Context: an optimization exercise on an open-source flow, tuned for small area. The choices shown serve that exercise and are no tape-out recipe. The RTL was checked by simulation tests, not by an equivalence proof against the original design. Power and IR drop assume default switching activity. The clock port is modelled as an ideal driver; clocking choices that lean on that would not hold on a real chip.

Setup of sierra:
## LiTE_DTU_160MHz_v2_0
module LiTE_DTU_160MHz_v2_0 (
			     CLK,
			     RST_b,
			     CALIBRATION_BUSY_1,
			     CALIBRATION_BUSY_10,
			     TEST_ENABLE,
			     GAIN_SEL_MODE,
			     fallback,
			     DATA12_g01,
			     DATA12_g10,
			     SATURATION_value,
			     BSL_VAL_g01,
			     BSL_VAL_g10,
			     losing_data,
			     DATA32_ATU_0,
			     DATA32_ATU_1,
			     DATA32_ATU_2,
			     DATA32_ATU_3,
			     Orbit,
			     shift_gain_10,
			     flush_b,
			     synch,
			     synch_pattern,
			     DATA32_0,
			     DATA32_1,
			     DATA32_2,
			     DATA32_3,
			     handshake);
   input CLK;
   input RST_b;
   input fallback;
   input CALIBRATION_BUSY_1;
   input CALIBRATION_BUSY_10;
   input TEST_ENABLE;
   input [1:0] GAIN_SEL_MODE;
   input [11:0] DATA12_g01;
   input [11:0] DATA12_g10;
   input [11:0] SATURATION_value;
   input [7:0]  BSL_VAL_g01;
   input [7:0]  BSL_VAL_g10;
   input 	handshake;
   input [31:0] DATA32_ATU_0;
   input [31:0] DATA32_ATU_1;
   input [31:0] DATA32_ATU_2;
   input [31:0] DATA32_ATU_3;
   input 	Orbit;
   input [1:0] 	shift_gain_10;
   input 	flush_b;
   input 	synch;
   input [31:0] synch_pattern;
   output 	losing_data;
   output [31:0] DATA32_0;
   output [31:0] DATA32_1;
   output [31:0] DATA32_2;
   output [31:0] DATA32_3;
   localparam [31:0] IDLE_EA = 32'hEAAAAAAA;
   localparam [31:0] IDLE_5A = 32'h5A5A5A5A;
  ...
==> flow/config.mk <==
export PLATFORM = sky130hd
export DESIGN_NAME = LiTE_DTU_160MHz_v2_0
export DESIGN_NICKNAME = LiTE_DTU_160MHz_v2_0
export VERILOG_FILES = /design/flow/design.v
export SDC_FILE = /design/flow/constraint.sdc
export NUM_CORES = 4
export LEC_CHECK = 0
export CAP_MARGIN = 20
export CORE_MARGIN = 2
export CORE_UTILIZATION = 40
export CTS_BUF_LIST = sky130_fd_sc_hd__clkbuf_16
export CTS_CLUSTER_DIAMETER = 100
export CTS_CLUSTER_SIZE = 30
export PLACE_DENSITY = 0.6
export SLEW_MARGIN = 20
==> flow/constraint.sdc <==
create_clock -name core_clock -period 6.25 [get_ports {CLK}]
set_input_delay 1.2500 -clock core_clock [delete_from_list [all_inputs] [get_ports {CLK}]]
set_output_delay 1.2500 -clock core_clock [all_outputs]
set_load 0.01 [all_outputs]
run.sh (not shown) runs the stock make flow with config.mk's settings and CLKGATE_MAP_FILE= SYNTH_SCRIPT=/design/flow/synth_recipe.tcl, a recipe that flattens the netlist after the stock synthesis.
diff inputs: sierra => onyx
-- flow/config.mk --
<<< sierra, line 9
export CORE_MARGIN = 2
export CORE_UTILIZATION = 40
export CTS_BUF_LIST = sky130_fd_sc_hd__clkbuf_16
export CTS_CLUSTER_DIAMETER = 100
export CTS_CLUSTER_SIZE = 30
export PLACE_DENSITY = 0.6
export SLEW_MARGIN = 20
>>> onyx, line 9
export CORE_MARGIN = 2
export CORE_UTILIZATION = 40
export PLACE_DENSITY = 0.6
export SLEW_MARGIN = 20
Results
Reported for sierra and onyx, number of max-capacitance violations reported turned out identical to the last digit.
onyx — overall routed net length 1800 um higher, sierra as reference
Compared with sierra, onyx shows a higher global-route wire length before repair.
Reported for sierra and onyx, post-cts repair resize count turned out identical to the last digit.
Delta (onyx minus sierra): area taken by multi-input logic gates saw little to no change; largest voltage drop on the vdd net increased 0.063 mV.
onyx vs sierra — multi-input combinational area share dropped 1.3 points.
Going from sierra to onyx, the initial antenna violation count was found to have gone up by 3.
sierra leaves more setup margin than onyx.
Between sierra and onyx, the number of violations reported at the end of detailed-routing iteration 0 is lower for onyx.
On combinational power, sierra and onyx are basically level.
### onyx -> raven
-- flow/config.mk --
<<< onyx, line 6
export NUM_CORES = 4
export LEC_CHECK = 0
export CAP_MARGIN = 20
export CORE_MARGIN = 2
>>> raven, line 6
export NUM_CORES = 4
export LEC_CHECK = 0
export ABC_AREA = 1
export CAP_MARGIN = 20
export CORE_MARGIN = 2
Notes after the runs:
Against onyx as the reference, raven delivers a higher global-route wire length before repair. Changes observed in raven relative to onyx: share of final layout cell area taken by non-clock buffers now sits lower, total vias in the final route grew by 5397, minimum clock period -0.027 ns.
What yarrow does differently from raven at the input level:
==> flow/config.mk <==
export PLATFORM = sky130hd
export DESIGN_NAME = LiTE_DTU_160MHz_v2_0
export DESIGN_NICKNAME = LiTE_DTU_160MHz_v2_0
export VERILOG_FILES = /design/flow/design.v
export SDC_FILE = /design/flow/constraint.sdc
export NUM_CORES = 4
export LEC_CHECK = 0
export CAP_MARGIN = 20
export CORE_MARGIN = 2
export CORE_UTILIZATION = 40
export CTS_BUF_LIST = sky130_fd_sc_hd__clkbuf_8
export CTS_CLUSTER_DIAMETER = 60
export CTS_CLUSTER_SIZE = 20
export PLACE_DENSITY = 0.6
export SLEW_MARGIN = 20
==> comparison <==
Comparing count of buffers not belonging to the clock network in the layout for yarrow and raven, the bigger number came from yarrow. Area of all placed cells without fillers ends up higher on raven. Compare yarrow and raven | sequential fraction of total cell area higher: yarrow. Timing-limited maximum frequency was higher in yarrow than in raven.


LiTE_DTU_160MHz_v2_0, a different RTL version from the one above (not shown whole).
Size in the first run: ~1100 flip-flops, about 360 I/O pins, about 0.041 mm² of cells after synthesis.
Settings: LEC_CHECK=0, CAP_MARGIN=20, CORE_MARGIN=2, CORE_UTILIZATION=40, PLACE_DENSITY=0.6, SLEW_MARGIN=20; clock period 6.25 ns.
standard.sh (not shown) runs the stock make flow with config.mk's settings and CLKGATE_MAP_FILE= SYNTH_SCRIPT=/design/flow/synth_recipe.tcl, a recipe that flattens the netlist after the stock synthesis.
==> flow/flow/run.sh <==
#!/bin/bash
# The standard layout, with three changes to how the layout is made:
#  1. after the standard synthesis, its combinational logic is mapped again
#     for area (ABC deepsyn + area mapping); every register keeps its name,
#     its cell type and its connections, and the netlist is checked for that
#  2. port buffers use the smallest buffer cell (buf_1)
#  3. clock tree: clkbuf_16 buffers, sink clusters of up to 32, no dummy loads
# Each tool writes its full output to a log file in this folder.
set -euo pipefail
WORK=$(pwd)
FLOWDIR=$WORK/flow
R=$WORK/orfs/results/$FLOW_PLATFORM/LiTE_DTU_160MHz_v2_0/base
LIB=$FLOW_HOME/platforms/$FLOW_PLATFORM/lib/sky130_fd_sc_hd__tt_025C_1v80.lib
YOSYS=$(command -v yosys || true)
[[ -x "$YOSYS" ]] || YOSYS=$FLOW_HOME/../tools/install/yosys/bin/yosys

CTS="-sink_clustering_enable -repair_clock_nets -sink_clustering_size 32 -sink_clustering_max_diameter 80 -root_buf sky130_fd_sc_hd__clkbuf_16 -buf_list sky130_fd_sc_hd__clkbuf_16 -sink_clustering_buffer sky130_fd_sc_hd__clkbuf_16 -dont_use_dummy_load"
ARGS=("BUFFER_PORTS_ARGS=-buffer_cell sky130_fd_sc_hd__buf_1" "CTS_ARGS=$CTS")

# 1. standard synthesis
bash standard.sh "${ARGS[@]}" synth > standard_synth.log 2>&1
cp "$R/1_2_yosys.v" "$WORK/netlist_standard.v"

# 2. re-map the combinational logic
remap() {
  local seq
  seq=$(grep -oE "sky130_fd_sc_hd__[a-z0-9_]*df[a-z0-9_]*" netlist_standard.v | sort -u | tr '\n' ' ')
  [[ "$seq" == "sky130_fd_sc_hd__dfxtp_1 sky130_fd_sc_hd__edfxtp_1 " ]] || { echo "unexpected register cells: $seq"; return 1; }
  sed -E 's/\bsky130_fd_sc_hd__(e?dfxtp_1) /KEEP__\1 /' netlist_standard.v > netlist_keep.v
  local du
  du=$(grep -o -- "-dont_use [^ ]*" "$WORK/orfs/logs/$FLOW_PLATFORM/LiTE_DTU_160MHz_v2_0/base/1_2_yosys.log" | sort -u | tr '\n' ' ')
  [[ -n "$du" ]] || { echo "no dont_use list"; return 1; }
  cat > remap.ys <<EOY
read_liberty -wb -ignore_miss_func $LIB
read_verilog -lib $FLOWDIR/keep_cells.v
read_verilog netlist_keep.v
hierarchy -check -top $FLOW_TOP
flatten -wb
opt -purge
techmap
opt -fast
abc -liberty $LIB $du -script $FLOWDIR/area.abc
splitnets
opt_clean -purge
hilomap -singleton -hicell sky130_fd_sc_hd__conb_1 HI -locell sky130_fd_sc_hd__conb_1 LO
insbuf -buf sky130_fd_sc_hd__buf_4 A X
opt_clean -purge
check -assert
stat -liberty $LIB
write_verilog -noattr -nohex -nodec netlist_remap_keep.v
EOY
  "$YOSYS" -s remap.ys > remap_yosys.log 2>&1 || { echo "yosys failed"; return 1; }
  sed -E 's/\bKEEP__(e?dfxtp_1) /sky130_fd_sc_hd__\1 /' netlist_remap_keep.v > netlist_remap.v
  # the registers must be the same: names, cell types and count
  grep -E "^\s*sky130_fd_sc_hd__e?dfxtp_1 " netlist_standard.v | awk '{print $1, $2}' | sort > regs_standard.txt
  grep -E "^\s*sky130_fd_sc_hd__e?dfxtp_1 " netlist_remap.v | awk '{print $1, $2}' | sort > regs_remap.txt
  cmp -s regs_standard.txt regs_remap.txt || { echo "registers differ"; return 1; }
  [[ $(wc -l < regs_standard.txt) -gt 0 ]] || { echo "no registers found"; return 1; }
  ! grep -q "KEEP__" netlist_remap.v || { echo "stand-in left"; return 1; }
  return 0
}
if remap > remap.log 2>&1; then
  cp netlist_remap.v "$R/1_2_yosys.v"
  rm -f "$R/1_synth.odb" "$R/1_synth.sdc"
  echo "remapped netlist in use" >> remap.log
else
  echo "remap failed; standard netlist kept" >> remap.log
fi

# 3. the rest of the standard flow
bash standard.sh "${ARGS[@]}" finish > standard_finish.log 2>&1
Other scripts of this flow, unchanged in this note and not shown: flow/flow/area.abc, flow/flow/keep_cells.v
==> next run, changes <==
--- a/flow/flow/run.sh
+++ b/flow/flow/run.sh
@@ -31,4 +31,5 @@
   du=$(grep -o -- "-dont_use [^ ]*" "$WORK/orfs/logs/$FLOW_PLATFORM/LiTE_DTU_160MHz_v2_0/base/1_2_yosys.log" | sort -u | tr '\n' ' ')
   [[ -n "$du" ]] || { echo "no dont_use list"; return 1; }
+  # the re-mapping, on the cells' library functions
   cat > remap.ys <<EOY
 read_liberty -wb -ignore_miss_func $LIB
@@ -41,4 +42,14 @@
 opt -fast
 abc -liberty $LIB $du -script $FLOWDIR/area.abc
+opt_clean -purge
+write_verilog -noattr -nohex -nodec netlist_abc_keep.v
+EOY
+  "$YOSYS" -s remap.ys > remap_yosys.log 2>&1 || { echo "yosys remap failed"; return 1; }
+  # the finishing steps of the standard synthesis, on the library cells
+  cat > finish.ys <<EOY
+read_liberty -lib $LIB
+read_verilog -lib $FLOWDIR/keep_cells.v
+read_verilog netlist_abc_keep.v
+hierarchy -check -top $FLOW_TOP
 splitnets
 opt_clean -purge
@@ -50,5 +61,5 @@
 write_verilog -noattr -nohex -nodec netlist_remap_keep.v
 EOY
-  "$YOSYS" -s remap.ys > remap_yosys.log 2>&1 || { echo "yosys failed"; return 1; }
+  "$YOSYS" -s finish.ys > finish_yosys.log 2>&1 || { echo "yosys finish failed"; return 1; }
   sed -E 's/\bKEEP__(e?dfxtp_1) /sky130_fd_sc_hd__\1 /' netlist_remap_keep.v > netlist_remap.v
   # the registers must be the same: names, cell types and count
- GPL_TIMING_DRIVEN: unset -> 0
Outcome:
- The new run ran to the end with no violations
- wire length increases by a little under a tenth
- final cell count decreases slightly
- clock-buffer cell count decreases by 3
- clock skew increases by 0.013 ns
- synthesized area decreases by a little under a tenth
- fmax decreases by about a fifth
- worst setup slack got worse by 1.0 ns
- design area decreases by a few percent
- critical path depth decreases by 2
- die area decreases by a little under a tenth
==> next run, changes <==
- GPL_TIMING_DRIVEN: 0 -> unset
Count of clock-buffer cells in the layout came out lower by 2.
Power is lower by 0.49%.
Register-to-register slack improved by 0.88 ns.
Maximum frequency goes up by 20%.
Cell area drops by 1.5%.
First-iteration DRC count rises by 1.7%.

## separate check: timing with driven ports
In the flow no input, the clock included, has a driving cell. The finished layouts below were timed again as built, in two steps.
Step 1: set_driving_cell puts a clkbuf_16 on CLK and a buf_2 on each other input, an assumption about the parent block.
Step 2 also shifts input and output timing later by t, the mid clock arrival at the registers, as if the neighbouring blocks saw the same clock.
a / b / c = no drivers / after step 1 / after step 2; a / b = the first two.
run	shift t [ns]	setup slack, ns	worst setup path at the end	latest minus earliest clock arrival (ns)	worst slew at a driven data input, ns
sierra	0.720	1.880 / 1.921 / 1.201	input to register	0.033 / 0.033	0.09
onyx	0.768	1.871 / 1.916 / 1.148	input to register	0.076 / 0.076	0.09
raven	0.782	1.899 / 1.934 / 1.152	input to register	0.047 / 0.047	0.15
yarrow	0.834	1.966 / 2.011 / 1.177	input to register	0.056 / 0.056	0.10
the first run of note 2	0.699	1.899 / 1.909 / 1.210	input to register	0.090 / 0.090	0.11
the second run of note 2	0.651	0.856 / 0.856 / 0.856	register to register	0.108 / 0.108	0.09
the third run of note 2	0.676	1.737 / 1.737 / 1.612	input to register	0.078 / 0.078	0.07
After both steps setup and hold are still met in every run listed. For yarrow, which loses most, drivers alone change the setup slack by +0.045 ns; drivers and shift together by -0.789 ns.
